From an optimization exercise on the open Yosys and OpenROAD flow, aimed at small area, a short achievable clock period and few clock cycles; shortcuts taken in it are not production practice.
Function was checked by simulation only, so behaviour that the tests miss may differ from the original.
Power and IR drop assume default switching activity.

===== flow/config.mk =====
export PLATFORM = sky130hd
export DESIGN_NAME = nb_tx_top
export DESIGN_NICKNAME = nb_tx_top
export VERILOG_FILES = /design/flow/design.v
export SDC_FILE = /design/flow/constraint.sdc
export NUM_CORES = 4
export LEC_CHECK = 0
export ABC_AREA = 1
export CAP_MARGIN = 20
export CORE_MARGIN = 2
export CORE_UTILIZATION = 30
export PLACE_DENSITY = 0.5
export SETUP_SLACK_MARGIN = 4.7
export SLEW_MARGIN = 20

===== flow/constraint.sdc =====
create_clock -name core_clock -period 7.0 [get_ports {i_clk_crc}]
set_input_delay 1.4000 -clock core_clock [delete_from_list [all_inputs] [get_ports {i_clk_crc}]]
set_output_delay 1.4000 -clock core_clock [all_outputs]
set_load 0.01 [all_outputs]

===== flow/design.v =====
module nb_tx_top #(parameter TBS = 16 , parameter G = 132, parameter Qm = 2, parameter rv_indx = 0)
    (
        output logic                  e_k,
        output logic                  RM_Valid,
        input logic                   i_data_crc,
        input logic                   i_clk_crc,
                                      i_rst_crc
    );
    logic [3:0]  lo;
    logic [8:0]  hi;
    logic [15:0] d;
    logic [16:0] m, mq;
    logic        din, load, e_en, enq, v_nxt;
    assign din = i_data_crc;
    always_ff @(posedge i_clk_crc, negedge i_rst_crc)
        if (!i_rst_crc) begin
            lo <= 4'd0;
            hi <= 9'd1;
        end else begin
            lo <= (lo == 4'd15) ? 4'd0 : lo + 4'd1;
            if (lo == 4'd15) hi <= {hi[7:0], 1'b0};
        end
    always_ff @(posedge i_clk_crc)
        d <= {d[14:0], load ? din : d[15]};
    always_ff @(posedge i_clk_crc, negedge i_rst_crc)
        if (!i_rst_crc) RM_Valid <= 1'b0;
        else RM_Valid <= v_nxt;
    always_ff @(posedge i_clk_crc)
        mq <= m;
    always_ff @(posedge i_clk_crc, negedge i_rst_crc)
        if (!i_rst_crc) enq <= 1'b0;
        else enq <= e_en;
    always_ff @(posedge i_clk_crc, negedge i_rst_crc)
        if (!i_rst_crc) e_k <= 1'b0;
        else if (enq) e_k <= ^({din, d} & mq);
    assign load = hi[0];
    assign v_nxt = (hi[0] & ((lo == 4'd9) | (lo == 4'd10) | (lo == 4'd11) | (lo == 4'd12) | (lo == 4'd13) | (lo == 4'd14) | (lo == 4'd15)))
        | hi[1]
        | hi[2]
        | hi[3]
        | hi[4]
        | hi[5]
        | hi[6]
        | hi[7]
        | (hi[8] & ((lo == 4'd0) | (lo == 4'd1) | (lo == 4'd2) | (lo == 4'd3) | (lo == 4'd4) | (lo == 4'd5) | (lo == 4'd6) | (lo == 4'd7) | (lo == 4'd8) | (lo == 4'd9) | (lo == 4'd10) | (lo == 4'd11) | (lo == 4'd12)));
    assign e_en = (hi[0] & ((lo == 4'd11) | (lo == 4'd13) | (lo == 4'd14) | (lo == 4'd15)))
        | (hi[1] & ((lo == 4'd1) | (lo == 4'd2) | (lo == 4'd3) | (lo == 4'd5) | (lo == 4'd6) | (lo == 4'd7) | (lo == 4'd9) | (lo == 4'd11) | (lo == 4'd13) | (lo == 4'd14) | (lo == 4'd15)))
        | (hi[2] & ((lo == 4'd1) | (lo == 4'd2) | (lo == 4'd3) | (lo == 4'd5) | (lo == 4'd6) | (lo == 4'd7) | (lo == 4'd9) | (lo == 4'd11) | (lo == 4'd13) | (lo == 4'd14) | (lo == 4'd15)))
        | (hi[3] & ((lo == 4'd1) | (lo == 4'd2) | (lo == 4'd3) | (lo == 4'd5) | (lo == 4'd6) | (lo == 4'd7) | (lo == 4'd9) | (lo == 4'd11) | (lo == 4'd13) | (lo == 4'd14) | (lo == 4'd15)))
        | (hi[4] & ((lo == 4'd1) | (lo == 4'd2) | (lo == 4'd3) | (lo == 4'd5) | (lo == 4'd6) | (lo == 4'd7) | (lo == 4'd12) | (lo == 4'd13)))
        | (hi[5] & ((lo == 4'd0) | (lo == 4'd1) | (lo == 4'd4) | (lo == 4'd5) | (lo == 4'd6) | (lo == 4'd7) | (lo == 4'd8) | (lo == 4'd9) | (lo == 4'd12) | (lo == 4'd13) | (lo == 4'd14) | (lo == 4'd15)))
        | (hi[6] & ((lo == 4'd0) | (lo == 4'd1) | (lo == 4'd4) | (lo == 4'd5) | (lo == 4'd6) | (lo == 4'd7) | (lo == 4'd8) | (lo == 4'd9) | (lo == 4'd12) | (lo == 4'd13)))
        | (hi[7] & ((lo == 4'd0) | (lo == 4'd1) | (lo == 4'd4) | (lo == 4'd5) | (lo == 4'd6) | (lo == 4'd7) | (lo == 4'd8) | (lo == 4'd9) | (lo == 4'd12) | (lo == 4'd13) | (lo == 4'd14) | (lo == 4'd15)))
        | (hi[8] & ((lo == 4'd0) | (lo == 4'd1) | (lo == 4'd4) | (lo == 4'd5) | (lo == 4'd6) | (lo == 4'd7) | (lo == 4'd8) | (lo == 4'd9) | (lo == 4'd12) | (lo == 4'd13)));
    assign m[0] = (hi[0] & ((lo == 4'd11) | (lo == 4'd13)))
        | (hi[1] & ((lo == 4'd1) | (lo == 4'd7)))
        | (hi[2] & ((lo == 4'd6) | (lo == 4'd7) | (lo == 4'd9)))
        | (hi[3] & ((lo == 4'd6) | (lo == 4'd9) | (lo == 4'd13)))
        | (hi[4] & ((lo == 4'd2) | (lo == 4'd6)))
        | (hi[5] & ((lo == 4'd6) | (lo == 4'd7) | (lo == 4'd12) | (lo == 4'd14) | (lo == 4'd15)))
        | (hi[6] & ((lo == 4'd4) | (lo == 4'd6) | (lo == 4'd7) | (lo == 4'd8) | (lo == 4'd12)))
        | (hi[7] & ((lo == 4'd0) | (lo == 4'd4) | (lo == 4'd5) | (lo == 4'd6) | (lo == 4'd7) | (lo == 4'd8) | (lo == 4'd12) | (lo == 4'd13)))
        | (hi[8] & ((lo == 4'd0) | (lo == 4'd4) | (lo == 4'd5) | (lo == 4'd8)));
    assign m[1] = (hi[1] & ((lo == 4'd2) | (lo == 4'd6) | (lo == 4'd9) | (lo == 4'd14)))
        | (hi[2] & ((lo == 4'd7) | (lo == 4'd11) | (lo == 4'd13) | (lo == 4'd14)))
        | (hi[3] & ((lo == 4'd1) | (lo == 4'd2) | (lo == 4'd7) | (lo == 4'd13) | (lo == 4'd14)))
        | (hi[4] & ((lo == 4'd2)))
        | (hi[5] & ((lo == 4'd1) | (lo == 4'd4) | (lo == 4'd5) | (lo == 4'd6) | (lo == 4'd8) | (lo == 4'd13) | (lo == 4'd14) | (lo == 4'd15)))
        | (hi[6] & ((lo == 4'd0) | (lo == 4'd1) | (lo == 4'd8) | (lo == 4'd9)))
        | (hi[7] & ((lo == 4'd0) | (lo == 4'd1) | (lo == 4'd4) | (lo == 4'd5) | (lo == 4'd9) | (lo == 4'd12) | (lo == 4'd14)))
        | (hi[8] & ((lo == 4'd0) | (lo == 4'd4) | (lo == 4'd5) | (lo == 4'd6) | (lo == 4'd7) | (lo == 4'd8) | (lo == 4'd9) | (lo == 4'd12) | (lo == 4'd13)));
    assign m[2] = (hi[0] & ((lo == 4'd14)))
        | (hi[1] & ((lo == 4'd6) | (lo == 4'd7) | (lo == 4'd11) | (lo == 4'd13)))
        | (hi[2] & ((lo == 4'd1) | (lo == 4'd2) | (lo == 4'd14)))
        | (hi[3] & ((lo == 4'd1) | (lo == 4'd2) | (lo == 4'd6) | (lo == 4'd9) | (lo == 4'd13)))
        | (hi[4] & ((lo == 4'd7) | (lo == 4'd12) | (lo == 4'd13)))
        | (hi[5] & ((lo == 4'd0) | (lo == 4'd6) | (lo == 4'd7) | (lo == 4'd8) | (lo == 4'd12) | (lo == 4'd14)))
        | (hi[6] & ((lo == 4'd0) | (lo == 4'd4) | (lo == 4'd8) | (lo == 4'd12) | (lo == 4'd13)))
        | (hi[7] & ((lo == 4'd0) | (lo == 4'd5) | (lo == 4'd7) | (lo == 4'd9) | (lo == 4'd14) | (lo == 4'd15)))
        | (hi[8] & ((lo == 4'd1) | (lo == 4'd4) | (lo == 4'd8) | (lo == 4'd12) | (lo == 4'd13)));
    assign m[3] = (hi[1] & ((lo == 4'd2) | (lo == 4'd6) | (lo == 4'd7)))
        | (hi[2] & ((lo == 4'd6)))
        | (hi[3] & ((lo == 4'd1) | (lo == 4'd2) | (lo == 4'd6) | (lo == 4'd7) | (lo == 4'd11) | (lo == 4'd14)))
        | (hi[4] & ((lo == 4'd1) | (lo == 4'd2) | (lo == 4'd7) | (lo == 4'd12)))
        | (hi[5] & ((lo == 4'd1) | (lo == 4'd5) | (lo == 4'd7) | (lo == 4'd8) | (lo == 4'd12) | (lo == 4'd14) | (lo == 4'd15)))
        | (hi[6] & ((lo == 4'd1) | (lo == 4'd12)))
        | (hi[7] & ((lo == 4'd0) | (lo == 4'd5) | (lo == 4'd6) | (lo == 4'd7) | (lo == 4'd8) | (lo == 4'd12) | (lo == 4'd13) | (lo == 4'd14) | (lo == 4'd15)))
        | (hi[8] & ((lo == 4'd0) | (lo == 4'd4) | (lo == 4'd5) | (lo == 4'd8) | (lo == 4'd12) | (lo == 4'd13)));
    assign m[4] = (hi[0] & ((lo == 4'd13)))
        | (hi[1] & ((lo == 4'd1) | (lo == 4'd2) | (lo == 4'd9) | (lo == 4'd14)))
        | (hi[2] & ((lo == 4'd2) | (lo == 4'd6) | (lo == 4'd9) | (lo == 4'd14)))
        | (hi[3] & ((lo == 4'd1) | (lo == 4'd6) | (lo == 4'd14)))
        | (hi[4] & ((lo == 4'd2) | (lo == 4'd6) | (lo == 4'd12) | (lo == 4'd13)))
        | (hi[5] & ((lo == 4'd0) | (lo == 4'd1) | (lo == 4'd4) | (lo == 4'd5) | (lo == 4'd7) | (lo == 4'd9) | (lo == 4'd12) | (lo == 4'd14) | (lo == 4'd15)))
        | (hi[6] & ((lo == 4'd4) | (lo == 4'd9) | (lo == 4'd12) | (lo == 4'd13)))
        | (hi[7] & ((lo == 4'd5) | (lo == 4'd6) | (lo == 4'd9) | (lo == 4'd12) | (lo == 4'd13) | (lo == 4'd14) | (lo == 4'd15)))
        | (hi[8] & ((lo == 4'd0) | (lo == 4'd1) | (lo == 4'd5) | (lo == 4'd8) | (lo == 4'd12)));
    assign m[5] = (hi[0] & ((lo == 4'd13) | (lo == 4'd14)))
        | (hi[1] & ((lo == 4'd1) | (lo == 4'd2) | (lo == 4'd6) | (lo == 4'd7) | (lo == 4'd9) | (lo == 4'd14)))
        | (hi[2] & ((lo == 4'd7) | (lo == 4'd9) | (lo == 4'd13)))
        | (hi[3] & ((lo == 4'd9) | (lo == 4'd14)))
        | (hi[4] & ((lo == 4'd12)))
        | (hi[5] & ((lo == 4'd5) | (lo == 4'd7) | (lo == 4'd8) | (lo == 4'd12) | (lo == 4'd15)))
        | (hi[6] & ((lo == 4'd4) | (lo == 4'd5) | (lo == 4'd6) | (lo == 4'd7) | (lo == 4'd8) | (lo == 4'd12) | (lo == 4'd13)))
        | (hi[7] & ((lo == 4'd0) | (lo == 4'd1) | (lo == 4'd4) | (lo == 4'd5) | (lo == 4'd6) | (lo == 4'd8) | (lo == 4'd9) | (lo == 4'd12) | (lo == 4'd14) | (lo == 4'd15)))
        | (hi[8] & ((lo == 4'd1) | (lo == 4'd4) | (lo == 4'd5) | (lo == 4'd6) | (lo == 4'd7) | (lo == 4'd8) | (lo == 4'd12)));
    assign m[6] = (hi[1] & ((lo == 4'd1) | (lo == 4'd2) | (lo == 4'd5) | (lo == 4'd7) | (lo == 4'd9) | (lo == 4'd13)))
        | (hi[2] & ((lo == 4'd1) | (lo == 4'd13) | (lo == 4'd14)))
        | (hi[3] & ((lo == 4'd6) | (lo == 4'd9) | (lo == 4'd14)))
        | (hi[4] & ((lo == 4'd2) | (lo == 4'd12)))
        | (hi[5] & ((lo == 4'd0) | (lo == 4'd4) | (lo == 4'd6) | (lo == 4'd12) | (lo == 4'd13) | (lo == 4'd15)))
        | (hi[6] & ((lo == 4'd0) | (lo == 4'd5) | (lo == 4'd7) | (lo == 4'd8) | (lo == 4'd9) | (lo == 4'd12)))
        | (hi[7] & ((lo == 4'd1) | (lo == 4'd4) | (lo == 4'd5) | (lo == 4'd6) | (lo == 4'd7) | (lo == 4'd12) | (lo == 4'd14) | (lo == 4'd15)))
        | (hi[8] & ((lo == 4'd1) | (lo == 4'd5) | (lo == 4'd6) | (lo == 4'd9) | (lo == 4'd12) | (lo == 4'd13)));
    assign m[7] = (hi[1] & ((lo == 4'd2) | (lo == 4'd13) | (lo == 4'd14)))
        | (hi[2] & ((lo == 4'd1) | (lo == 4'd6)))
        | (hi[3] & ((lo == 4'd5) | (lo == 4'd7) | (lo == 4'd9) | (lo == 4'd13)))
        | (hi[4] & ((lo == 4'd1) | (lo == 4'd2) | (lo == 4'd6) | (lo == 4'd7) | (lo == 4'd13)))
        | (hi[5] & ((lo == 4'd4) | (lo == 4'd5) | (lo == 4'd6) | (lo == 4'd8) | (lo == 4'd13)))
        | (hi[6] & ((lo == 4'd0) | (lo == 4'd1) | (lo == 4'd4) | (lo == 4'd7) | (lo == 4'd8) | (lo == 4'd12)))
        | (hi[7] & ((lo == 4'd4) | (lo == 4'd6) | (lo == 4'd7) | (lo == 4'd8) | (lo == 4'd12)))
        | (hi[8] & ((lo == 4'd0) | (lo == 4'd1) | (lo == 4'd4) | (lo == 4'd5) | (lo == 4'd6) | (lo == 4'd7) | (lo == 4'd9) | (lo == 4'd13)));
    assign m[8] = (hi[0] & ((lo == 4'd13) | (lo == 4'd14)))
        | (hi[1] & ((lo == 4'd1) | (lo == 4'd2) | (lo == 4'd6) | (lo == 4'd7) | (lo == 4'd9)))
        | (hi[2] & ((lo == 4'd5) | (lo == 4'd6)))
        | (hi[3] & ((lo == 4'd7) | (lo == 4'd14)))
        | (hi[4] & ((lo == 4'd1) | (lo == 4'd2) | (lo == 4'd7) | (lo == 4'd12)))
        | (hi[5] & ((lo == 4'd0) | (lo == 4'd1) | (lo == 4'd5) | (lo == 4'd7) | (lo == 4'd8) | (lo == 4'd9)))
        | (hi[6] & ((lo == 4'd1) | (lo == 4'd4) | (lo == 4'd5) | (lo == 4'd6) | (lo == 4'd7) | (lo == 4'd8) | (lo == 4'd13)))
        | (hi[7] & ((lo == 4'd0) | (lo == 4'd1) | (lo == 4'd7) | (lo == 4'd8) | (lo == 4'd13) | (lo == 4'd15)))
        | (hi[8] & ((lo == 4'd0) | (lo == 4'd1) | (lo == 4'd5) | (lo == 4'd7) | (lo == 4'd8)));
    assign m[9] = (hi[0] & ((lo == 4'd13) | (lo == 4'd14)))
        | (hi[1] & ((lo == 4'd1) | (lo == 4'd7) | (lo == 4'd14)))
        | (hi[2] & ((lo == 4'd6) | (lo == 4'd7) | (lo == 4'd9) | (lo == 4'd13)))
        | (hi[3] & ((lo == 4'd1) | (lo == 4'd2) | (lo == 4'd6) | (lo == 4'd7) | (lo == 4'd9) | (lo == 4'd14)))
        | (hi[4] & ((lo == 4'd5) | (lo == 4'd12)))
        | (hi[5] & ((lo == 4'd4) | (lo == 4'd5) | (lo == 4'd7) | (lo == 4'd12) | (lo == 4'd13) | (lo == 4'd14)))
        | (hi[6] & ((lo == 4'd4) | (lo == 4'd5) | (lo == 4'd13)))
        | (hi[7] & ((lo == 4'd1) | (lo == 4'd5) | (lo == 4'd6) | (lo == 4'd9) | (lo == 4'd13) | (lo == 4'd15)))
        | (hi[8] & ((lo == 4'd0) | (lo == 4'd4) | (lo == 4'd5) | (lo == 4'd7) | (lo == 4'd12) | (lo == 4'd13)));
    assign m[10] = (hi[0] & ((lo == 4'd13) | (lo == 4'd14)))
        | (hi[1] & ((lo == 4'd6) | (lo == 4'd9) | (lo == 4'd13)))
        | (hi[2] & ((lo == 4'd1) | (lo == 4'd2) | (lo == 4'd7) | (lo == 4'd13) | (lo == 4'd14)))
        | (hi[3] & ((lo == 4'd1) | (lo == 4'd7) | (lo == 4'd14)))
        | (hi[4] & ((lo == 4'd13)))
        | (hi[5] & ((lo == 4'd7)))
        | (hi[6] & ((lo == 4'd0) | (lo == 4'd1) | (lo == 4'd6) | (lo == 4'd8) | (lo == 4'd12) | (lo == 4'd13)))
        | (hi[7] & ((lo == 4'd0) | (lo == 4'd4) | (lo == 4'd5) | (lo == 4'd7) | (lo == 4'd8) | (lo == 4'd9)))
        | (hi[8] & ((lo == 4'd1) | (lo == 4'd4) | (lo == 4'd6) | (lo == 4'd9) | (lo == 4'd12)));
    assign m[11] = (hi[1] & ((lo == 4'd1) | (lo == 4'd9) | (lo == 4'd13) | (lo == 4'd14)))
        | (hi[2] & ((lo == 4'd1) | (lo == 4'd6) | (lo == 4'd7) | (lo == 4'd13) | (lo == 4'd14)))
        | (hi[3] & ((lo == 4'd6) | (lo == 4'd9) | (lo == 4'd13)))
        | (hi[4] & ((lo == 4'd1) | (lo == 4'd2) | (lo == 4'd6) | (lo == 4'd7) | (lo == 4'd12)))
        | (hi[5] & ((lo == 4'd0) | (lo == 4'd1) | (lo == 4'd5) | (lo == 4'd6) | (lo == 4'd8) | (lo == 4'd12) | (lo == 4'd13) | (lo == 4'd15)))
        | (hi[6] & ((lo == 4'd0) | (lo == 4'd4) | (lo == 4'd5) | (lo == 4'd7) | (lo == 4'd9) | (lo == 4'd12)))
        | (hi[7] & ((lo == 4'd0) | (lo == 4'd1) | (lo == 4'd4) | (lo == 4'd8) | (lo == 4'd9) | (lo == 4'd12) | (lo == 4'd13) | (lo == 4'd14)))
        | (hi[8] & ((lo == 4'd0) | (lo == 4'd7) | (lo == 4'd9) | (lo == 4'd12)));
    assign m[12] = (hi[0] & ((lo == 4'd14) | (lo == 4'd15)))
        | (hi[1] & ((lo == 4'd3) | (lo == 4'd6) | (lo == 4'd9) | (lo == 4'd13) | (lo == 4'd14)))
        | (hi[2] & ((lo == 4'd1) | (lo == 4'd7) | (lo == 4'd9)))
        | (hi[3] & ((lo == 4'd7) | (lo == 4'd9) | (lo == 4'd14)))
        | (hi[4] & ((lo == 4'd1) | (lo == 4'd7) | (lo == 4'd12) | (lo == 4'd13)))
        | (hi[5] & ((lo == 4'd6) | (lo == 4'd13)))
        | (hi[6] & ((lo == 4'd0) | (lo == 4'd4) | (lo == 4'd6) | (lo == 4'd8) | (lo == 4'd9) | (lo == 4'd12)))
        | (hi[7] & ((lo == 4'd7) | (lo == 4'd8) | (lo == 4'd12) | (lo == 4'd13) | (lo == 4'd15)))
        | (hi[8] & ((lo == 4'd6) | (lo == 4'd7) | (lo == 4'd8) | (lo == 4'd9) | (lo == 4'd12)));
    assign m[13] = (hi[1] & ((lo == 4'd2) | (lo == 4'd6) | (lo == 4'd7) | (lo == 4'd14)))
        | (hi[2] & ((lo == 4'd7) | (lo == 4'd15)))
        | (hi[3] & ((lo == 4'd2) | (lo == 4'd3) | (lo == 4'd6) | (lo == 4'd9) | (lo == 4'd13)))
        | (hi[4] & ((lo == 4'd1) | (lo == 4'd2) | (lo == 4'd12) | (lo == 4'd13)))
        | (hi[5] & ((lo == 4'd1) | (lo == 4'd4) | (lo == 4'd5) | (lo == 4'd7) | (lo == 4'd8) | (lo == 4'd9) | (lo == 4'd12) | (lo == 4'd13) | (lo == 4'd14)))
        | (hi[6] & ((lo == 4'd0) | (lo == 4'd1) | (lo == 4'd4) | (lo == 4'd5) | (lo == 4'd6) | (lo == 4'd7) | (lo == 4'd8) | (lo == 4'd9) | (lo == 4'd13)))
        | (hi[7] & ((lo == 4'd0) | (lo == 4'd1) | (lo == 4'd5) | (lo == 4'd9) | (lo == 4'd13) | (lo == 4'd15)))
        | (hi[8] & ((lo == 4'd0) | (lo == 4'd1) | (lo == 4'd4) | (lo == 4'd5) | (lo == 4'd6) | (lo == 4'd7) | (lo == 4'd8) | (lo == 4'd9) | (lo == 4'd12) | (lo == 4'd13)));
    assign m[14] = (hi[0] & ((lo == 4'd14)))
        | (hi[1] & ((lo == 4'd1) | (lo == 4'd6) | (lo == 4'd7) | (lo == 4'd9) | (lo == 4'd15)))
        | (hi[2] & ((lo == 4'd2) | (lo == 4'd3) | (lo == 4'd6) | (lo == 4'd7)))
        | (hi[3] & ((lo == 4'd2) | (lo == 4'd6) | (lo == 4'd7) | (lo == 4'd13) | (lo == 4'd14)))
        | (hi[4] & ((lo == 4'd7)))
        | (hi[5] & ((lo == 4'd0) | (lo == 4'd4) | (lo == 4'd6) | (lo == 4'd8) | (lo == 4'd9) | (lo == 4'd15)))
        | (hi[6] & ((lo == 4'd5) | (lo == 4'd12) | (lo == 4'd13)))
        | (hi[7] & ((lo == 4'd6) | (lo == 4'd7) | (lo == 4'd8) | (lo == 4'd12)))
        | (hi[8] & ((lo == 4'd0) | (lo == 4'd1) | (lo == 4'd4) | (lo == 4'd6) | (lo == 4'd9) | (lo == 4'd13)));
    assign m[15] = (hi[1] & ((lo == 4'd1) | (lo == 4'd6) | (lo == 4'd9) | (lo == 4'd14)))
        | (hi[2] & ((lo == 4'd2) | (lo == 4'd6) | (lo == 4'd14)))
        | (hi[3] & ((lo == 4'd1) | (lo == 4'd6) | (lo == 4'd9) | (lo == 4'd13) | (lo == 4'd14) | (lo == 4'd15)))
        | (hi[4] & ((lo == 4'd2) | (lo == 4'd3) | (lo == 4'd6) | (lo == 4'd12) | (lo == 4'd13)))
        | (hi[5] & ((lo == 4'd0) | (lo == 4'd4) | (lo == 4'd6) | (lo == 4'd14) | (lo == 4'd15)))
        | (hi[6] & ((lo == 4'd1) | (lo == 4'd4) | (lo == 4'd5) | (lo == 4'd7) | (lo == 4'd9)))
        | (hi[7] & ((lo == 4'd0) | (lo == 4'd7) | (lo == 4'd13) | (lo == 4'd15)))
        | (hi[8] & ((lo == 4'd1) | (lo == 4'd6) | (lo == 4'd9) | (lo == 4'd12)));
    assign m[16] = (hi[0] & ((lo == 4'd14)));
endmodule

===== flow/flow/run.sh =====
#!/bin/bash
set -euo pipefail
rm -rf myscripts
cp -r "$FLOW_HOME/scripts" myscripts
cp flow/abc_area.script myscripts/abc_area.script
bash standard.sh SCRIPTS_DIR="$PWD/myscripts" finish > make_finish.log 2>&1

===== flow/flow/abc_area.script =====
strash
&get -n
&deepsyn -T 60 -I 8
&put
dch -f
map -a
strash
dch -f
map -a
topo

===== flow/standard.sh =====
#!/bin/bash
# synth_recipe.tcl (not shown) runs the flow's synth.tcl, then flattens the netlist and writes it again
# the make line also repeats each setting of config.mk as NAME=value (left out here)
make -C /OpenROAD-flow-scripts/flow DESIGN_CONFIG=/design/flow/config.mk WORK_HOME=/design/flow/orfs CLKGATE_MAP_FILE= SYNTH_SCRIPT=/design/flow/synth_recipe.tcl "${@:-finish}"

==> parameters.txt, run 1 <==
Parameter                              Value

Synthesis
  Xor and xnor fraction of the mapped netlist area ... 4.87%
  Warnings, synthesis ... 1
  Net Count, Synth ... between 400 and 500
  Compound-gate portion of the synthesized area ... a little under a quarter
  Adder and majority gate portion of the synthesized area ... 1.74%
  Fraction of the yosys area taken by sequential cells ... a little under two fifths
  Synth Cell Area ... 2880 um2
  Mean cell area of the mapped netlist ... 6.95 um2
  Flip-flop and latch count after synthesis ... slightly below 50
  Dominant combinational cell family by area after synthesis ... simple AND/OR/NAND/NOR gates
  Count of flip-flops with a built-in enable after synthesis ... 0
  Syn Inst Count ... approximately 410
  Async set-reset flop share out of synthesis ... 32.7%
  Simple-gate share of the synthesized area ... 27.1%
  Most used DFF post-synth ... sky130_fd_sc_hd__dfxtp_1
  Multiplexer share of the synthesized area ... 0%
  Netlist cell types ... 34

Floorplan
  Core Area ... slightly above 9000 um2
  Die H ... 102 um
  Number of rows in the core area ... 35
  Horizontal die dimension ... 102 um
  Top-Level Pins ... 5
  Starting Density ... 31.0%
  Die ar. ... roughly 10000 um2

Worst setup path
  Worst path bufs/invs ... 4
  Required time of the critical path ... 7240 ps
  Crit-path cells ... buf_4, nor2_4, buf_12, inv_6, nor2_4, nor2_2, nor2_1, clkinv_1, nand2_1, a21oi_1, nand2_1, nand2_1, nand4_1
  Flop2flop setup slack ... 4640 ps
  Kind of cell with the highest combined delay on the critical path ... simple AND/OR/NAND/NOR gates
  R2R Path End ... mq[0]
  RR Startpoint ... lo[3]
  Arrival @ worst endpoint ... between 2000 and 3000 ps
  Path type of the worst setup path ... flop to flop
  CP startpoint kind ... flop
  CP Max Fanout ... 8
  Number of cells traversed by the worst register-to-register path ... 13
  Maximum single-stage delay on the critical path ... between 500 and 600 ps
  Slowest stage cell, crit path ... sky130_fd_sc_hd__dfrtp_4
  Cell mode on critical path ... sky130_fd_sc_hd__nand2_1
  Element type at the critical path end ... flop
  Number of cells on the critical path ... 13

CTS
  Post-CTS Hold Fix Bufs ... 0
  Latest clock arrival within the worst-skew pair ... 320 ps
  Total number of clock tree sinks ... 49
  Library cell used as clock root buffer ... sky130_fd_sc_hd__clkbuf_8
  Clock tree from TritonCTS ... done
  H-Tree Depth ... 2
  Number of buffers between clock root and the deepest sink ... 2
  Clock-pin transition on the worst setup and hold timing paths ... 110 ps
  Number of CTS-inserted buffers ... 5

Route
  Antenna Nets Post-Route ... 0
  Routed vias/inst ... 6.21
  Detailed Routing Iterations Pass 1 ... 6
  Routed length per instance ... around 25 um
  Starting DRT DRC Count ... 589
  Remaining design rule violation count ... 0
  Overall routed net length ... 14600 um
  Vias post-DR ... around 3700

STA
  Achievable clock frequency ... around 420 MHz
  Worst Setup Slack, final ... 4640 ps
  Final Hold Violating Endpoints ... 0
  Final min period ... 2360 ps
  Least-Margin Pin Slew ... 795 ps
  Clk_skew ... 18.2 ps
  Final count of pins violating max slew ... 0
  Setup repair after global routing missed its margin ... true
  Final Setup Violations ... 0
  Slew headroom ... 46.9%
  Period utilization ... roughly a third
  Setup TNS after final layout ... 0 ps

Layout
  Share of layout cells above drive strength 1 ... 25.7%
  Most common cell after layout, fill and taps aside ... sky130_fd_sc_hd__nor2_1
  Diode insertion count for antenna repair ... 0
  Nets ... 466
  Leading cell types in the layout, fill and taps excluded ... sky130_fd_sc_hd__nor2_1, sky130_fd_sc_hd__nand2_1, sky130_fd_sc_hd__a21oi_1, sky130_fd_sc_hd__dfxtp_1, sky130_fd_sc_hd__buf_4
  Footprint of the flip-flops and latches ... 1070 um2
  Count of fill cells added during filler insertion ... 964
  Area growth syn-to-layout ... 36.9%
  Area used by multi-input combinational logic ... 1990 um2

Placed design
  Final weighted congestion of routability-driven global placement ... about 1.1
  Worst-case setup slack after placement ... approximately 3500 ps
  Count of port buffers added during placement ... 4
  Detailed placement HPWL ... 10500 um

GRT
  Global router's overall resource usage ... 28.5%
  Pin count of the biggest net entering global routing ... 19
  Global route total overflow ... 0
  Antenna violations before repair ... 0
  First-pass GRT wire length ... 21500 um
  Vias in the first global route ... 3445

Power
  Leakage dissipation ... ~0.0015 uW
  Peak supply drop ... 0.0990 mV
  Power density normalized to cell area ... 136 nW/um2

Job
  Number of max-capacitance violations reported ... 0

Run status
  Outcome ... timing/DRC/antenna clean

Worst hold path
  Worst Hold Class ... flop to flop
  Hold Path Origin ... d[14]
  Worst Hold Path EP ... d[15]
  Instance count along the most critical hold path ... 0
kinds of logic after synthesis:
| kind of cell | count (synthesis) |
|---|---|
| and+or+nand+nor | 187 |
| AOI/OAI and AO/OA | 110 |
| DFF | 49 |
| buffers and inverters | 48 |
| xor gates and xnor gates | 16 |
| adders and majority gates | 4 |
final cells by class:
| cell class | instances | area share [%] |
|---|---|---|
| Sequential cell | 49 | 27.1 |
| Multi-Input combinational cell | 317 | 50.5 |
| Clock buffer | 5 | 1.75 |
| Clock inverter | 3 | 1.75 |
| Inverter | 48 | 6.35 |
| Timing Repair inverter | 1 | 0.222 |
| Tap cell | 129 | 4.10 |
| Timing Repair Buffer | 37 | 8.16 |
cells in the mapped netlist (5+ instances only):
cell                        instances  area [um2]
sky130_fd_sc_hd__nand2_1           62         233
sky130_fd_sc_hd__a21oi_1           34         170
sky130_fd_sc_hd__nor3_1            17        85.1
sky130_fd_sc_hd__dfrtp_1           15         375
sky130_fd_sc_hd__clkinv_1          48         180
sky130_fd_sc_hd__o2111ai_1          6        52.6
sky130_fd_sc_hd__o21ai_0           30         150
sky130_fd_sc_hd__nor4_1             5        31.3
sky130_fd_sc_hd__nand3_1           10        50.1
sky130_fd_sc_hd__nand4_1            7        43.8
sky130_fd_sc_hd__xnor2_1           10        87.6
sky130_fd_sc_hd__nor2_1            83         312
sky130_fd_sc_hd__xor2_1             6        52.6
sky130_fd_sc_hd__dfxtp_1           33         661
sky130_fd_sc_hd__o22ai_1           16         100
state kept, by name, indices dropped and copies added (netlist names):
signal,count
mq,17
lo,4
enq,1
d,16
hi,9
RM_Valid,1
e_k,1
through the flow:
step | hold WS, ps | std cells | cell area [um2] | utilization (%) | total power (uW)
2_1_floorplan | 331 | 414 | 2900 | - | 286
3_3_place_gp | 337 | 548 | 3110 | 33.5 | 290
3_5_place_dp | 341 | 548 | 3110 | 33.5 | 290
4_1_cts | 339 | 570 | 3580 | 38.6 | 542
5_1_grt | 356 | 589 | 3940 | 42.4 | 555
6_report | 336 | 589 | 3940 | 42.4 | 536
timing repair:
| action | 4_1_cts | 5_1_grt |
|---|---|---|
| pin swaps | 6 | 14 |
| gates cloned | 0 | 1 |
| setup buffers | 14 | 18 |
| resized for setup | 74 | 52 |
| setup endpoints to repair | 29 | 19 |
routing by layer:
| layer | routed length (um) | vias up | part of all wire [%] | track usage [%] |
|---|---|---|---|---|
| li1 | - | 1541 | - | - |
| met1 | 5320 | 1644 | 36 | 34.2 |
| met2 | 6350 | 342 | 43 | 47.8 |
| met3 | 1690 | 132 | 12 | 6.57 |
| met4 | 1270 | 0 | 8.7 | 14.6 |
| met5 | 0 | - | 0 | 0 |
power breakdown:
part           internal (uW)  leakage, uW  total [uW]  switching [uW]
logic                   1.61     0.000982        3.91            2.31
registers                280     0.000474         280               0
clock network            144    0.0000687         252             108
total                    426      0.00152         536             111
how the worst max path moves through the flow:
stage,startpoint,endpoint,slack (ps)
2_1_floorplan,i_data_crc,e_k,4600
3_3_place_gp,lo[3],mq[9],3340
3_5_place_dp,lo[3],mq[9],3500
4_1_cts,i_data_crc,e_k,4640
5_1_grt,i_data_crc,e_k,4600
6_report,lo[3],mq[0],4640
Testbench counts, summed over its fixed seeds: cycles 13,920.
==> run 2, diff against run 1 <==
--- a/flow/config.mk
+++ b/flow/config.mk
@@ -10,5 +10,5 @@
 export CORE_MARGIN = 2
 export CORE_UTILIZATION = 30
 export PLACE_DENSITY = 0.5
-export SETUP_SLACK_MARGIN = 4.7
+export SETUP_SLACK_MARGIN = 4.5
 export SLEW_MARGIN = 20
==> parameters.txt, run 2 <==
Parameter                              Value

Run status
  Outcome ... timing/DRC/antenna clean

Synthesis
  Async set-reset flop share out of synthesis ... 32.7% (unchanged)
  Cell accounting for the most synthesized area ... sky130_fd_sc_hd__dfxtp_1
  Most used DFF post-synth ... sky130_fd_sc_hd__dfxtp_1
  Warnings, synthesis ... 1 (unchanged)
  Multiplexer share of the synthesized area ... 0% (unchanged)
  Flip-flop and latch count after synthesis ... 49 (unchanged)
  Simple-gate share of the synthesized area ... 27.1% (unchanged)
  Count of flip-flops with a built-in enable after synthesis ... 0 (unchanged)
  Area share of the leading cell type in the synthesized netlist ... 23.0% (unchanged)
  Adder and majority gate portion of the synthesized area ... 1.74% (unchanged)
  Top post-synthesis cells by count ... sky130_fd_sc_hd__nor2_1, sky130_fd_sc_hd__nand2_1, sky130_fd_sc_hd__clkinv_1, sky130_fd_sc_hd__a21oi_1, sky130_fd_sc_hd__dfxtp_1
  Netlist cell types ... 34 (unchanged)
  Dominant combinational cell family by area after synthesis ... simple AND/OR/NAND/NOR gates
  Net Count, Synth ... 421 (unchanged)
  Top area cells in the synthesized netlist ... sky130_fd_sc_hd__dfxtp_1, sky130_fd_sc_hd__dfrtp_1, sky130_fd_sc_hd__nor2_1
  Synth Cell Area ... 2880 um2 (unchanged)
  Xor and xnor fraction of the mapped netlist area ... 4.87% (unchanged)
  Mean cell area of the mapped netlist ... 6.95 um2 (unchanged)
  Compound-gate portion of the synthesized area ... 23.1% (unchanged)
  Syn Inst Count ... 414 (unchanged)
  Library cell with the highest instance count after synthesis ... sky130_fd_sc_hd__nor2_1
  Fraction of the yosys area taken by sequential cells ... 36.9% (unchanged)

Placed design
  Total cell area at the placement stage ... 3080 um2 (-0.92%)
  Count of port buffers added during placement ... 4 (unchanged)
  Detailed placement HPWL ... 10300 um (-1.7%)
  Final weighted congestion of routability-driven global placement ... 1.09 (-0.79%)

CTS
  Post-CTS Hold Fix Bufs ... 0 (unchanged)
  Library cell used as clock root buffer ... sky130_fd_sc_hd__clkbuf_8
  Clock-pin transition on the worst setup and hold timing paths ... 110 ps (about the same)
  Latest clock arrival within the worst-skew pair ... 320 ps (about the same)
  Number of CTS-inserted buffers ... 5 (unchanged)
  Clock tree from TritonCTS ... done
  Total number of clock tree sinks ... 49 (unchanged)
  Number of buffers between clock root and the deepest sink ... 2 (unchanged)
  H-Tree Depth ... 2 (unchanged)

STA
  Final Setup Violations ... 0 (unchanged)
  Setup repair after global routing missed its margin ... true
  Slew headroom ... 50.2% (+3.3 points)
  Setup TNS after final layout ... 0 ps (unchanged)
  Final count of pins violating max slew ... 0 (unchanged)
  Period utilization ... 34.8% (+1.1 points)
  Final min period ... 2440 ps (+78.1 ps)
  Clk_skew ... 11.5 ps (-6.73 ps)
  Final Hold Violating Endpoints ... 0 (unchanged)
  Achievable clock frequency ... 410 MHz (-3.2%)
  Least-Margin Pin Slew ... 744 ps (-50.9 ps)

Route
  Antenna Nets Post-Route ... 0 (unchanged)
  Detailed Routing Iterations Pass 1 ... 6 (unchanged)
  Routed vias/inst ... 6.42 (+3.3%)
  Starting DRT DRC Count ... 627 (+6.5%)
  Overall routed net length ... 14000 um (-4.5%)
  Routed length per instance ... 24.5 um (-1.5%)
  Remaining design rule violation count ... 0 (unchanged)
  Vias post-DR ... 3664 (+0.14%)

Worst setup path
  CP Max Fanout ... 10 (+2)
  Element type at the critical path end ... flop
  Arrival @ worst endpoint ... 2590 ps (about the same)
  Required time of the critical path ... 7150 ps (-90 ps)
  Number of cells traversed by the worst register-to-register path ... 8 (-5)
  RR Startpoint ... lo[0]
  Path type of the worst setup path ... flop to flop
  CP startpoint kind ... flop
  R2R Path End ... mq[1]
  Flop2flop setup slack ... 4560 ps (-80 ps)
  Timing startpoint of the critical path ... lo[0]
  Worst setup path endpoint ... mq[1]

GRT
  Global router's overall resource usage ... 27.7% (-0.78 points)
  First-pass GRT wire length ... 21000 um (-2.5%)
  Met2 Track Usage GR ... 43.1% (-4.7 points)
  Pin count of the biggest net entering global routing ... 19 (unchanged)
  Antenna violations before repair ... 0 (unchanged)
  Busiest grt layer ... met2
  Vias in the first global route ... 3418 (-0.78%)
  Global route total overflow ... 0 (unchanged)
  Met1 track demand over resource ... 34.1% (-0.13 points)
  Fraction of met3 tracks used by global routing ... 7.39% (+0.82 points)

Power
  Flop pwr share ... 57.9% (+5.7 points)
  Combinational fraction of design power ... 0.6% (about the same)
  Switching portion of total power ... 22.8% (+2.2 points)
  Sw power ... 110 uW (-0.25%)
  Cell-internal power ... 374 uW (-12%)
  Leakage dissipation ... 0.00134 uW (-12%)
  Clock share of power ... 41.6% (-5.5 points)
  Power density normalized to cell area ... 138 nW/um2 (+1.0%)
  Peak supply drop ... 0.0746 mV (-25%)

Floorplan
  Starting Density ... 31.0% (unchanged)
  Horizontal die dimension ... 102 um (unchanged)
  Core Area ... 9280 um2 (unchanged)
  Die ar. ... 10400 um2 (unchanged)
  Number of rows in the core area ... 35 (unchanged)
  Top-Level Pins ... 5 (unchanged)
  Die H ... 102 um (unchanged)

Layout
  Leading cell types in the layout, fill and taps excluded ... sky130_fd_sc_hd__nor2_1, sky130_fd_sc_hd__nand2_1, sky130_fd_sc_hd__clkinv_1
  Share of layout cells above drive strength 1 ... 15.6% (-10 points)
  Most common cell after layout, fill and taps aside ... sky130_fd_sc_hd__nor2_1
  Final instance area ... 3520 um2 (-11%)
  Area growth syn-to-layout ... 22.3%
  Diode insertion count for antenna repair ... 0 (unchanged)
  Nets ... 448 (-3.9%)
  Register containing the most flip-flops in the final layout ... mq
  Largest register FFs ... 17 (unchanged)
  Registers with the most flip-flops ... mq (17), d (16), hi (9)

Worst hold path
  Worst Hold Class ... flop to flop

Job
  Number of max-capacitance violations reported ... 0 (unchanged)
run 2: power by group through the flow:
stage | logic (uW) | clock network [uW] | registers, uW
after floorplan | 0.000656 | 0 | 286
after global placement | 3.07 | 0 | 286
after detailed placement | 3.11 | 0 | 286
after CTS | 3.04 | 206 | 280
after global routing | 3.16 | 216 | 280
final | 2.68 | 201 | 280
run 2: worst min path at each step:
stage | from | to | slack, ps | depth (start not counted)
2_1_floorplan | d[9] | d[10] | 330 | 0
3_3_place_gp | d[12] | d[13] | 330 | 0
3_5_place_dp | d[12] | d[13] | 340 | 0
4_1_cts | d[11] | d[12] | 350 | 0
5_1_grt | d[11] | d[12] | 350 | 0
6_report | d[11] | d[12] | 340 | 0
run 2: worst max-delay path: stages (launching register included):
cell	delay, ps
sky130_fd_sc_hd__dfrtp_2	410
sky130_fd_sc_hd__clkinv_1	150
sky130_fd_sc_hd__ha_4	270
sky130_fd_sc_hd__nor2_2	250
sky130_fd_sc_hd__nor2_1	150
sky130_fd_sc_hd__nor2_1	310
sky130_fd_sc_hd__a21oi_1	130
sky130_fd_sc_hd__a311oi_1	360
sky130_fd_sc_hd__o2111ai_1	240
run 2: final cells by class:
type	count	area [um2]
inverters	48	208
repair buffers	20	165
flip-flops and latches	49	1070
well taps	129	161
multi-input cells	317	1800
clock inverters	2	16.3
clock buffers	6	93.8
fillers	1002	5770
run 2: cells by family (layout without fill, tap and decap cells):
group,Yosys count,in the layout
flops,49,49
xor+xnor,16,16
buf+inv,48,76
compound gates,110,110
simple gates,187,187
fa+ha+maj,4,4
run 2: what timing repair did:
| item | in CTS | in global routing |
|---|---|---|
| setup endpoints to repair | 31 | 17 |
| pin swaps | 7 | 5 |
| gates resized for setup | 38 | 28 |
| setup buffers | 5 | 11 |
run 2: per-stage QoR:
step	worst slack, ps	utilization, %	total power, uW	hold slack [ps]	instances
2_1_floorplan	4540	-	286	331	414
3_3_place_gp	2830	33.2	289	333	547
3_5_place_dp	3230	33.2	289	338	547
4_1_cts	4470	35.8	489	348	560
5_1_grt	4500	37.9	499	354	571
6_report	4560	37.9	484	343	571
run 2: per-layer routing:
metal	share of wire [%]	vias to the layer above	wire, um
li1	-	1502	-
met1	37	1654	5120
met2	42	362	5870
met3	11	146	1580
met4	10	0	1400
met5	0	-	0
==> run 3, diff against run 2 <==
==> flow/flow/abc_area.script (replaced) <==
strash
&get -n
&deepsyn -J 200
&put
dch -f
map -a
strash
dch -f
map -a
topo
--- a/flow/config.mk
+++ b/flow/config.mk
@@ -9,6 +9,7 @@
 export CAP_MARGIN = 20
 export CORE_MARGIN = 2
 export CORE_UTILIZATION = 30
+export CTS_BUF_LIST = sky130_fd_sc_hd__clkbuf_16
 export PLACE_DENSITY = 0.5
 export SETUP_SLACK_MARGIN = 4.5
 export SLEW_MARGIN = 20
==> parameters.txt, run 3 <==
Parameter                              Value

Synthesis
  Area share of the leading cell type in the synthesized netlist ... 23.0% (about the same)
  Top area cells in the synthesized netlist ... sky130_fd_sc_hd__dfxtp_1, sky130_fd_sc_hd__dfrtp_1, sky130_fd_sc_hd__nor2_1
  Synth Cell Area ... 2870 um2 (about the same)
  Fraction of the yosys area taken by sequential cells ... 37.0% (about the same)
  Library cell with the highest instance count after synthesis ... sky130_fd_sc_hd__nor2_1
  Count of flip-flops with a built-in enable after synthesis ... 0 (unchanged)
  Warnings, synthesis ... 1 (unchanged)
  Async set-reset flop share out of synthesis ... 32.7% (unchanged)
  Syn Inst Count ... 414 (unchanged)
  Mean cell area of the mapped netlist ... 6.94 um2 (about the same)
  Top post-synthesis cells by count ... sky130_fd_sc_hd__nor2_1, sky130_fd_sc_hd__clkinv_1, sky130_fd_sc_hd__nand2_1, sky130_fd_sc_hd__dfxtp_1, sky130_fd_sc_hd__o21ai_0
  Cell accounting for the most synthesized area ... sky130_fd_sc_hd__dfxtp_1
  Net Count, Synth ... 421 (unchanged)
  Netlist cell types ... 31 (-8.8%)
  Most used DFF post-synth ... sky130_fd_sc_hd__dfxtp_1
  Flip-flop and latch count after synthesis ... 49 (unchanged)

Floorplan
  Number of rows in the core area ... 35 (unchanged)
  Die H ... 102 um (about the same)
  Horizontal die dimension ... 102 um (about the same)
  Top-Level Pins ... 5 (unchanged)
  Core Area ... 9280 um2 (unchanged)
  Die ar. ... 10400 um2 (about the same)
  Starting Density ... 31.0% (about the same)

Power
  Peak supply drop ... 0.0958 mV (+29%)
  Leakage dissipation ... 0.00131 uW (-2.0%)
  Power density normalized to cell area ... 153 nW/um2 (+11%)
  Cell-internal power ... 416 uW (+11%)
  Clock share of power ... 46.4% (+4.8 points)
  Sw power ... 111 uW (+0.91%)
  Combinational fraction of design power ... 0.5% (about the same)
  Switching portion of total power ... 21.1% (-1.7 points)
  Flop pwr share ... 53.1% (-4.8 points)
  Total power of the final layout ... 527 uW (+9.0%)

Placed design
  Count of port buffers added during placement ... 4 (unchanged)
  Final weighted congestion of routability-driven global placement ... 1.06 (-2.5%)
  Detailed placement HPWL ... 10200 um (-0.90%)

STA
  Clk_skew ... 3.77 ps (-7.71 ps)
  Slew headroom ... 51.4% (+1.2 points)
  Final count of pins violating max slew ... 0 (unchanged)
  Setup repair after global routing missed its margin ... true
  Final Setup Violations ... 0 (unchanged)
  Setup TNS after final layout ... 0 ps (unchanged)
  Achievable clock frequency ... 389 MHz (-5.3%)
  Period utilization ... 36.8% (+1.9 points)
  Final Hold Violating Endpoints ... 0 (unchanged)
  Final min period ... 2570 ps (+136 ps)
  Least-Margin Pin Slew ... 726 ps (-18.2 ps)

Worst setup path
  Required time of the critical path ... 7150 ps (about the same)
  Number of cells traversed by the worst register-to-register path ... 10 (+2)
  Maximum single-stage delay on the critical path ... 440 ps (+30 ps)
  Slowest stage cell, crit path ... sky130_fd_sc_hd__dfrtp_2
  Flop2flop setup slack ... 4430 ps (-140 ps)
  RR Startpoint ... lo[0]
  CP Max Fanout ... 8 (-2)
  Element type at the critical path end ... flop
  Kind of cell with the highest combined delay on the critical path ... simple AND/OR/NAND/NOR gates
  Crit-path cells ... ha_4, clkinv_2, nor2_4, clkinv_1, nor2_4, o21ai_0, o21ai_0, nand3_1, nor2_1, nand3_1
  Worst path bufs/invs ... 2 (+1)
  CP startpoint kind ... flop
  R2R Path End ... mq[5]
  Path type of the worst setup path ... flop to flop
  Arrival @ worst endpoint ... 2720 ps (+130 ps)

CTS
  Clock-pin transition on the worst setup and hold timing paths ... 70 ps (-40 ps)
  Number of CTS-inserted buffers ... 5 (unchanged)
  Number of buffers between clock root and the deepest sink ... 2 (unchanged)
  Total number of clock tree sinks ... 49 (unchanged)
  Library cell used as clock root buffer ... sky130_fd_sc_hd__clkbuf_16
  H-Tree Depth ... 2 (unchanged)
  Clock tree from TritonCTS ... done
  Latest clock arrival within the worst-skew pair ... 290 ps (-30 ps)
  Post-CTS Hold Fix Bufs ... 0 (unchanged)

Layout
  Footprint of the flip-flops and latches ... 1070 um2 (-0.23%)
  Area used by multi-input combinational logic ... 1740 um2 (-3.8%)
  Nets ... 441 (-1.6%)
  Diode insertion count for antenna repair ... 0 (unchanged)
  Largest register FFs ... 17 (unchanged)
  Register containing the most flip-flops in the final layout ... mq
  Leading cell types in the layout, fill and taps excluded ... sky130_fd_sc_hd__nor2_1, sky130_fd_sc_hd__clkinv_1, sky130_fd_sc_hd__nand2_1
  Most common cell after layout, fill and taps aside ... sky130_fd_sc_hd__nor2_1
  Registers with the most flip-flops ... mq (17), d (16), hi (9)
  Count of fill cells added during filler insertion ... 1045 (+4.3%)
  Share of layout cells above drive strength 1 ... 13.6% (-2.0 points)
  Area growth syn-to-layout ... 19.6%

Route
  Detailed Routing Iterations Pass 1 ... 7 (+1)
  Antenna Nets Post-Route ... 0 (unchanged)
  Starting DRT DRC Count ... 639 (+1.9%)
  Vias post-DR ... 3420 (-6.7%)
  Overall routed net length ... 13400 um (-4.1%)
  Routed length per instance ... 23.8 um (-2.9%)
  Routed vias/inst ... 6.06 (-5.5%)
  Remaining design rule violation count ... 0 (unchanged)

Run status
  Outcome ... timing/DRC/antenna clean

GRT
  Vias in the first global route ... 3356 (-1.8%)
  First-pass GRT wire length ... 20100 um (-3.9%)
  Global router's overall resource usage ... 26.8% (-0.90 points)
  Pin count of the biggest net entering global routing ... 21 (+2)
  Global route total overflow ... 0 (unchanged)
  Antenna violations before repair ... 0 (unchanged)

Job
  Number of max-capacitance violations reported ... 0 (unchanged)

Worst hold path
  Worst Hold Path EP ... d[9]
  Hold Path Origin ... d[8]
  Worst Hold Class ... flop to flop
  Instance count along the most critical hold path ... 0 (unchanged)
-- run 3: per-layer routing --
metal,vias to the layer above,track usage (%),part of all wire [%]
met5,-,0,0
met4,0,16.9,8.5
met3,99,5.61,11
met2,288,42.4,44
met1,1559,33.4,37
li1,1474,-,-
-- run 3: worst max path at each step --
stage               slack, ps  startpoint    end  cells past startpoint
floorplan                4520       lo[2]  mq[5]                      9
global placement         3270       lo[0]  mq[5]                     10
detailed placement       3480       lo[1]  mq[5]                     10
CTS                      4330       lo[3]  mq[5]                     11
global route             4460       lo[0]  mq[3]                      9
finish                   4430       lo[0]  mq[5]                     10
-- run 3: per-stage QoR --
| stage | worst slack [ps] | std cells | utilization, % | instance area (um2) | hold WS [ps] |
|---|---|---|---|---|---|
| floorplan | 4520 | 414 | - | 2870 | 331 |
| finish | 4430 | 564 | 37.0 | 3440 | 353 |
| global placement | 3270 | 551 | 33.5 | 3110 | 339 |
| global route | 4460 | 564 | 37.0 | 3440 | 364 |
| detailed placement | 3480 | 551 | 33.5 | 3110 | 341 |
| CTS | 4330 | 559 | 35.5 | 3300 | 355 |
-- run 3: cell type report --
| cell class | instances | area share (%) |
|---|---|---|
| clock inverters | 3 | 0.728 |
| flip-flops and latches | 49 | 31.0 |
| well taps | 129 | 4.69 |
| clock buffers | 5 | 3.64 |
| multi-input cells | 309 | 50.5 |
| inverters | 56 | 6.44 |
| repair buffers | 13 | 3.02 |
-- run 3: kinds of logic after synthesis --
family / after synthesis / share of synthesized area [%]
AO/OA/AOI/OAI: 106 / 22.2
XOR/XNOR: 17 / 5.18
buffers and inverters: 56 / 7.31
adder cells (fa/ha/maj): 4 / 1.74
flip-flops: 49 / 37.0
AND/OR/NAND/NOR: 182 / 26.6
-- run 3: power by group through the flow --
stage / combinational (uW) / clock, uW / sequential (uW)
after floorplan: 0.000669 / 0 / 286
after global placement: 3.08 / 0 / 286
after detailed placement: 3.09 / 0 / 286
after CTS: 2.90 / 250 / 280
after global routing: 3.11 / 265 / 280
final: 2.61 / 245 / 280
-- run 3: timing repair --
action                     4_1_cts  5_1_grt
pin swaps                        4        5
resized for setup               22       36
setup endpoints to repair       30       17
buffers inserted                 0        5
==> run 4, diff against run 3 <==
==> flow/flow/abc_area.script (replaced) <==
strash
&get -n
&fraig -x
&dc2
&put
dch -f
map -a
strash
dch -f
map -a
strash
dch -f
map -a
topo
--- a/flow/config.mk
+++ b/flow/config.mk
@@ -8,8 +8,8 @@
 export ABC_AREA = 1
 export CAP_MARGIN = 20
 export CORE_MARGIN = 2
-export CORE_UTILIZATION = 30
+export CORE_UTILIZATION = 50
 export CTS_BUF_LIST = sky130_fd_sc_hd__clkbuf_16
-export PLACE_DENSITY = 0.5
+export PLACE_DENSITY = 0.7
 export SETUP_SLACK_MARGIN = 4.5
 export SLEW_MARGIN = 20
==> parameters.txt, run 4 <==
Parameter                              Value

Run status
  Outcome ... timing/DRC/antenna clean

GRT
  Vias in the first global route ... 3525 (+5.0%)
  Pin count of the biggest net entering global routing ... 24 (+14%)
  Global router's overall resource usage ... 40.6% (+14 points)
  First-pass GRT wire length ... 19200 um (-4.7%)
  Global route total overflow ... 0 (unchanged)
  Antenna violations before repair ... 0 (unchanged)

Synthesis
  Multiplexer share of the synthesized area ... 0% (unchanged)
  Flip-flop and latch count after synthesis ... 49 (unchanged)
  Adder and majority gate portion of the synthesized area ... 1.71% (-0.030 points)
  Dominant combinational cell family by area after synthesis ... compound AO/OA/AOI/OAI gates
  Async set-reset flop share out of synthesis ... 32.7% (unchanged)
  Most used DFF post-synth ... sky130_fd_sc_hd__dfxtp_1
  Area share of the leading cell type in the synthesized netlist ... 22.6% (-0.39 points)
  Top area cells in the synthesized netlist ... sky130_fd_sc_hd__dfxtp_1, sky130_fd_sc_hd__dfrtp_1, sky130_fd_sc_hd__nor2_1
  Net Count, Synth ... 428 (+1.7%)
  Top post-synthesis cells by count ... sky130_fd_sc_hd__nor2_1, sky130_fd_sc_hd__clkinv_1, sky130_fd_sc_hd__nand2_1, sky130_fd_sc_hd__a21oi_1, sky130_fd_sc_hd__dfxtp_1
  Compound-gate portion of the synthesized area ... 25.5% (+3.3 points)
  Fraction of the yosys area taken by sequential cells ... 36.3% (-0.63 points)
  Warnings, synthesis ... 1 (unchanged)
  Count of flip-flops with a built-in enable after synthesis ... 0 (unchanged)
  Netlist cell types ... 29 (-6.5%)
  Simple-gate share of the synthesized area ... 24.9% (-1.7 points)
  Mean cell area of the mapped netlist ... 6.95 um2 (about the same)
  Library cell with the highest instance count after synthesis ... sky130_fd_sc_hd__nor2_1
  Xor and xnor fraction of the mapped netlist area ... 4.79% (-0.39 points)
  Cell accounting for the most synthesized area ... sky130_fd_sc_hd__dfxtp_1
  Syn Inst Count ... 421 (+1.7%)
  Synth Cell Area ... 2920 um2 (+1.7%)

Worst setup path
  Required time of the critical path ... 7100 ps (-50 ps)
  CP startpoint kind ... flop
  Number of cells traversed by the worst register-to-register path ... 8 (-2)
  R2R Path End ... mq[6]
  CP Max Fanout ... 23 (+15)
  Crit-path cells ... ha_1, clkinv_1, nor2_1, buf_4, nor2_1, a41oi_1, a2111oi_2, o2111ai_1
  Path type of the worst setup path ... flop to flop
  Kind of cell with the highest combined delay on the critical path ... compound AO/OA/AOI/OAI gates
  Flop2flop setup slack ... 4440 ps (about the same)
  RR Startpoint ... lo[0]
  Cell mode on critical path ... sky130_fd_sc_hd__nor2_1
  Slowest stage cell, crit path ... sky130_fd_sc_hd__dfrtp_2
  Element type at the critical path end ... flop
  Maximum single-stage delay on the critical path ... 450 ps (about the same)
  Worst path bufs/invs ... 2 (unchanged)
  Arrival @ worst endpoint ... 2660 ps (-60 ps)

STA
  Period utilization ... 36.6% (-0.19 points)
  Setup repair after global routing missed its margin ... true
  Final min period ... 2560 ps (-13.5 ps)
  Final count of pins violating max slew ... 0 (unchanged)
  Final Hold Violating Endpoints ... 0 (unchanged)
  Setup TNS after final layout ... 0 ps (unchanged)
  Worst Setup Slack, final ... 4440 ps (+13.5 ps)
  Clk_skew ... 12.0 ps (+8.23 ps)
  Achievable clock frequency ... 391 MHz (+0.53%)
  Final Setup Violations ... 0 (unchanged)
  Slew headroom ... 49.3% (-2.1 points)
  Least-Margin Pin Slew ... 758 ps (+31.4 ps)

Floorplan
  Core Area ... 5570 um2 (-40%)
  Top-Level Pins ... 5 (unchanged)
  Starting Density ... 52.5% (+22 points)
  Die H ... 80.5 um (-21%)
  Horizontal die dimension ... 80.5 um (-21%)
  Number of rows in the core area ... 27 (-23%)
  Die ar. ... 6480 um2 (-38%)

Placed design
  Placed cells ... 501 (-9.1%)
  Worst-case setup slack after placement ... 3850 ps (+371 ps)
  Final weighted congestion of routability-driven global placement ... 1.17 (+10%)
  Detailed placement HPWL ... 8850 um (-13%)
  Count of port buffers added during placement ... 4 (unchanged)

CTS
  Number of CTS-inserted buffers ... 5 (unchanged)
  Post-CTS Hold Fix Bufs ... 0 (unchanged)
  Number of buffers between clock root and the deepest sink ... 2 (unchanged)
  Clock-pin transition on the worst setup and hold timing paths ... 70 ps (about the same)
  Total number of clock tree sinks ... 49 (unchanged)
  Clock tree from TritonCTS ... done
  Library cell used as clock root buffer ... sky130_fd_sc_hd__clkbuf_16
  H-Tree Depth ... 2 (unchanged)
  Latest clock arrival within the worst-skew pair ... 290 ps (about the same)

Layout
  Area growth syn-to-layout ... 18.0%
  Diode insertion count for antenna repair ... 0 (unchanged)
  Largest register FFs ... 17 (unchanged)
  Post-route non-filler standard cell count ... 516 (-8.5%)
  Register containing the most flip-flops in the final layout ... mq
  Most common cell after layout, fill and taps aside ... sky130_fd_sc_hd__nor2_1
  Nets ... 450 (+2.0%)
  Leading cell types in the layout, fill and taps excluded ... sky130_fd_sc_hd__nor2_1, sky130_fd_sc_hd__nand2_1, sky130_fd_sc_hd__clkinv_1, sky130_fd_sc_hd__a21oi_1, sky130_fd_sc_hd__dfxtp_1
  Registers with the most flip-flops ... mq (17), d (16), hi (9)
  Share of layout cells above drive strength 1 ... 14.6% (+1.1 points)

Power
  Total power of the final layout ... 517 uW (-1.9%)
  Sw power ... 105 uW (-5.5%)
  Clock share of power ... 45.3% (-1.1 points)
  Leakage dissipation ... 0.00132 uW (+0.44%)
  Peak supply drop ... 0.133 mV (+39%)
  Flop pwr share ... 54.1% (+1.0 points)
  Cell-internal power ... 412 uW (-0.87%)
  Power density normalized to cell area ... 150 nW/um2 (-2.2%)
  Combinational fraction of design power ... 0.5% (about the same)
  Switching portion of total power ... 20.3% (-0.79 points)

Route
  Overall routed net length ... 12800 um (-4.3%)
  Routed vias/inst ... 7.29 (+20%)
  Antenna Nets Post-Route ... 0 (unchanged)
  Routed length per instance ... 24.8 um (+4.6%)
  Detailed Routing Iterations Pass 1 ... 12 (+5)
  Vias post-DR ... 3760 (+9.9%)
  Starting DRT DRC Count ... 1186 (+86%)
  Remaining design rule violation count ... 0 (unchanged)

Worst hold path
  Hold Path Origin ... d[4]
  Instance count along the most critical hold path ... 0 (unchanged)
  Worst Hold Class ... flop to flop
  Worst Hold Path EP ... d[5]

Job
  Number of max-capacitance violations reported ... 0 (unchanged)
==> run 4: cell count changes after synthesis, moves of 4 or more <==
cell,before,now
sky130_fd_sc_hd__nand3_1,20,14
sky130_fd_sc_hd__o21ai_0,33,26
sky130_fd_sc_hd__nand2_1,42,52
sky130_fd_sc_hd__a31oi_1,4,13
sky130_fd_sc_hd__nor2_1,90,82
sky130_fd_sc_hd__a2111oi_0,2,6
sky130_fd_sc_hd__a21oi_1,32,46
==> run 4: cells by family (layout without fill, tap and decap cells) <==
logic type	after synthesis	in the layout
AOI/OAI and AO/OA	123	123
xor gates and xnor gates	16	16
adders and majority gates	4	4
buffers and inverters	53	76
DFF	49	49
and+or+nand+nor	176	176
==> run 4: layout make-up <==
class,instances,area [um2]
fillers,474,2120
multi-input cells,319,1820
flip-flops and latches,49,1060
inverters,53,211
clock buffers,5,125
repair buffers,15,119
well taps,72,90.1
clock inverters,3,17.5
==> run 4: how the worst max path moves through the flow <==
stage,start,end,slack [ps],cells after the start
2_1_floorplan,lo[2],mq[3],4720,10
4_1_cts,lo[1],mq[15],4430,8
3_3_place_gp,lo[1],mq[15],3810,10
5_1_grt,lo[1],mq[6],4450,10
3_5_place_dp,lo[1],mq[15],3850,10
6_report,lo[0],mq[6],4440,8
==> run 4: metal layers <==
| layer | part of all wire [%] | GRT usage [%] | vias to the layer above |
|---|---|---|---|
| met1 | 34 | 48.0 | 1634 |
| met4 | 10 | 24.4 | 0 |
| met2 | 40 | 60.1 | 420 |
| li1 | - | - | 1529 |
| met3 | 16 | 18.0 | 177 |
| met5 | 0 | 0 | - |
==> run 4: power groups by stage <==
stage | Combinational (uW) | Clock, uW | Sequential (uW)
after floorplan | 0.000639 | 0 | 286
after global placement | 2.88 | 0 | 286
after detailed placement | 3.15 | 0 | 286
after CTS | 2.98 | 233 | 280
after global routing | 3.31 | 246 | 280
final | 2.81 | 235 | 280
==> run 4: timing repair <==
action,CTS,global route
pin swaps,4,3
gates resized for setup,19,42
setup buffers,1,6
setup endpoints to repair,19,18
==> run 4: through the flow <==
| stage | hold WS (ps) | cell area, um2 | utilization (%) |
|---|---|---|---|
| finish | 348 | 3450 | 61.9 |
| detailed placement | 336 | 3080 | 55.3 |
| CTS | 349 | 3280 | 58.8 |
| global route | 357 | 3450 | 61.9 |
| floorplan | 331 | 2920 | - |
| global placement | 336 | 3080 | 55.3 |
==> run 5, diff against run 4 <==
--- a/flow/config.mk
+++ b/flow/config.mk
@@ -7,9 +7,11 @@
 export LEC_CHECK = 0
 export ABC_AREA = 1
 export CAP_MARGIN = 20
+export CELL_PAD_IN_SITES_DETAIL_PLACEMENT = 0
+export CELL_PAD_IN_SITES_GLOBAL_PLACEMENT = 0
 export CORE_MARGIN = 2
-export CORE_UTILIZATION = 50
+export CORE_UTILIZATION = 30
 export CTS_BUF_LIST = sky130_fd_sc_hd__clkbuf_16
-export PLACE_DENSITY = 0.7
+export PLACE_DENSITY = 0.5
 export SETUP_SLACK_MARGIN = 4.5
 export SLEW_MARGIN = 20
==> parameters.txt, run 5 <==
Parameter                              Value

GRT
  Global router's overall resource usage ... 29.0% (-12 points)
  Pin count of the biggest net entering global routing ... 24 (unchanged)
  Global route total overflow ... 0 (unchanged)
  First-pass GRT wire length ... 22000 um (+14%)

STA
  Worst Setup Slack, final ... 4530 ps (+90.0 ps)
  Slew headroom ... 47.6% (-1.8 points)
  Final min period ... 2470 ps (-90.0 ps)
  Final Hold Violating Endpoints ... 0 (unchanged)
  Final Setup Violations ... 0 (unchanged)
  Clk_skew ... 15.6 ps (+3.62 ps)
  Least-Margin Pin Slew ... 784 ps (+26.4 ps)
  Final count of pins violating max slew ... 0 (unchanged)

CTS
  Clock tree from TritonCTS ... done
  Clock-pin transition on the worst setup and hold timing paths ... 80 ps (about the same)
  Latest clock arrival within the worst-skew pair ... 300 ps (about the same)
  H-Tree Depth ... 2 (unchanged)
  Number of buffers between clock root and the deepest sink ... 2 (unchanged)
  Total number of clock tree sinks ... 49 (unchanged)

Synthesis
  Cell accounting for the most synthesized area ... sky130_fd_sc_hd__dfxtp_1
  Flip-flop and latch count after synthesis ... 49 (unchanged)
  Count of flip-flops with a built-in enable after synthesis ... 0 (unchanged)
  Most used DFF post-synth ... sky130_fd_sc_hd__dfxtp_1
  Top area cells in the synthesized netlist ... sky130_fd_sc_hd__dfxtp_1, sky130_fd_sc_hd__dfrtp_1, sky130_fd_sc_hd__nor2_1
  Library cell with the highest instance count after synthesis ... sky130_fd_sc_hd__nor2_1
  Netlist cell types ... 29 (unchanged)
  Fraction of the yosys area taken by sequential cells ... 36.3% (unchanged)

Floorplan
  Core Area ... 9590 um2 (+72%)
  Starting Density ... 30.5% (-22 points)
  Horizontal die dimension ... 103 um (+28%)
  Number of rows in the core area ... 36 (+33%)

Worst setup path
  CP Max Fanout ... 9 (-61%)
  Path type of the worst setup path ... flop to flop
  Required time of the critical path ... 7130 ps (+30 ps)
  Element type at the critical path end ... flop

Route
  Routed length per instance ... 25.2 um (+1.2%)
  Antenna Nets Post-Route ... 0 (unchanged)
  Starting DRT DRC Count ... 670 (-44%)
  Remaining design rule violation count ... 0 (unchanged)

Layout
  Registers with the most flip-flops ... mq (17), d (16), hi (9)
  Share of layout cells above drive strength 1 ... 16.6% (+2.0 points)
  Nets ... 452 (+0.44%)
  Most common cell after layout, fill and taps aside ... sky130_fd_sc_hd__nand2_1
  Count of fill cells added during filler insertion ... 1035 (+120%)
  Largest register FFs ... 17 (unchanged)

Job
  Number of max-capacitance violations reported ... 0 (unchanged)

Placed design
  Detailed placement HPWL ... 10400 um (+17%)
  Worst-case setup slack after placement ... 3780 ps (-66.3 ps)

Run status
  Outcome ... timing/DRC/antenna clean

Worst hold path
  Worst Hold Class ... flop to flop
[run 5: cell counts after synthesis]
No cell type changed its count.
[run 5: final timing paths]
path                       cells after the start      start    end  slack, ps
min in group asynchronous                      1  i_rst_crc  lo[1]       1550
hold / removal                                 0       d[9]  d[10]        340
max in group asynchronous                      1  i_rst_crc  lo[0]       4910
setup reg to reg                               8      lo[1]  mq[5]       4530
setup / recovery                               8      lo[1]  mq[5]       4530
hold reg to reg                                0       d[9]  d[10]        340
[run 5: final cells by class]
| class | instances | area share, % |
|---|---|---|
| Inverter | 53 | 5.73 |
| Tap cell | 133 | 4.56 |
| Clock buffer | 5 | 3.43 |
| Sequential cell | 49 | 29.2 |
| Multi-Input combinational cell | 319 | 51.9 |
| Clock inverter | 3 | 1.24 |
| Timing Repair Buffer | 17 | 4.02 |
[run 5: timing repair]
| action | 4_1_cts | 5_1_grt |
|---|---|---|
| pin swaps | 5 | 3 |
| buffers inserted | 2 | 7 |
| resized for setup | 31 | 51 |
| hold endpoints to repair | 0 | 0 |
| setup endpoints to repair | 20 | 18 |
[run 5: critical path: stages, from the launching register on]
cell and delay [ps]:
sky130_fd_sc_hd__dfrtp_1 430, sky130_fd_sc_hd__clkinv_1 150, sky130_fd_sc_hd__ha_2 270, sky130_fd_sc_hd__clkinv_2 150
sky130_fd_sc_hd__nor2_2 140, sky130_fd_sc_hd__nor3_2 440, sky130_fd_sc_hd__nand3_1 200, sky130_fd_sc_hd__o32ai_1 320
sky130_fd_sc_hd__nand4_1 200
[run 5: report_power, final]
| part | leakage (uW) | switching [uW] | total [uW] | internal, uW |
|---|---|---|---|---|
| clock network | 0.0000843 | 116 | 285 | 170 |
| registers | 0.000478 | 0 | 280 | 280 |
| logic | 0.000792 | 2.06 | 2.83 | 0.772 |
[run 5: cells by family after synthesis]
| group | synth area share [%] |
|---|---|
| adders and majority gates | 1.71 |
| xor gates and xnor gates | 4.79 |
| DFF | 36.3 |
| buffers and inverters | 6.80 |
| AOI/OAI and AO/OA | 25.5 |
| and+or+nand+nor | 24.9 |
[run 5: stage by stage]
stage | power (uW) | std cells | hold slack (ps) | area, um2
after floorplan | 286 | 421 | 331 | 2920
after global placement | 289 | 562 | 334 | 3160
after detailed placement | 289 | 562 | 337 | 3160
after CTS | 571 | 572 | 348 | 3420
after global routing | 581 | 579 | 357 | 3650
final | 568 | 579 | 339 | 3650
[run 5: metal layers]
layer	track usage [%]	wire, um	vias up
li1	-	-	1534
met1	37.7	5530	1650
met2	45.3	6220	298
met3	6.85	1620	115
met4	14.1	1190	0
met5	0	0	-

re-timing with driven ports:
No port has a modelled driver above. Below, the same layouts with a new extraction and two added sets of constraints.
Step 1: set_driving_cell puts a clkbuf_16 on i_clk_crc and a buf_2 on each other input, an assumption about the parent block.
Step 2, shift: input delay + t, output delay - t, t = (earliest + latest rising clock arrival at the registers) / 2. This alone moves slack from input paths to output paths.
Three values: no drivers, after step 1, after step 2; two values: the first two.
run	t, ns	slack for setup (ns)	worst hold slack (ns)	worst setup path at the end
run 1	0.343	4.641 / 4.641 / 4.346	0.336 / 0.336 / 0.336	input to register
run 2	0.348	4.563 / 4.563 / 4.302	0.343 / 0.343 / 0.343	input to register
run 3	0.324	4.427 / 4.427 / 4.383	0.353 / 0.353 / 0.353	input to register
run 4	0.321	4.441 / 4.441 / 4.347	0.348 / 0.348 / 0.348	input to register
run 5	0.330	4.531 / 4.531 / 4.408	0.339 / 0.339 / 0.339	input to register
After both steps every run listed still meets setup and hold. The setup slack of run 1, which loses most, moves by 0.000 ns with the drivers and by -0.295 ns with both steps.
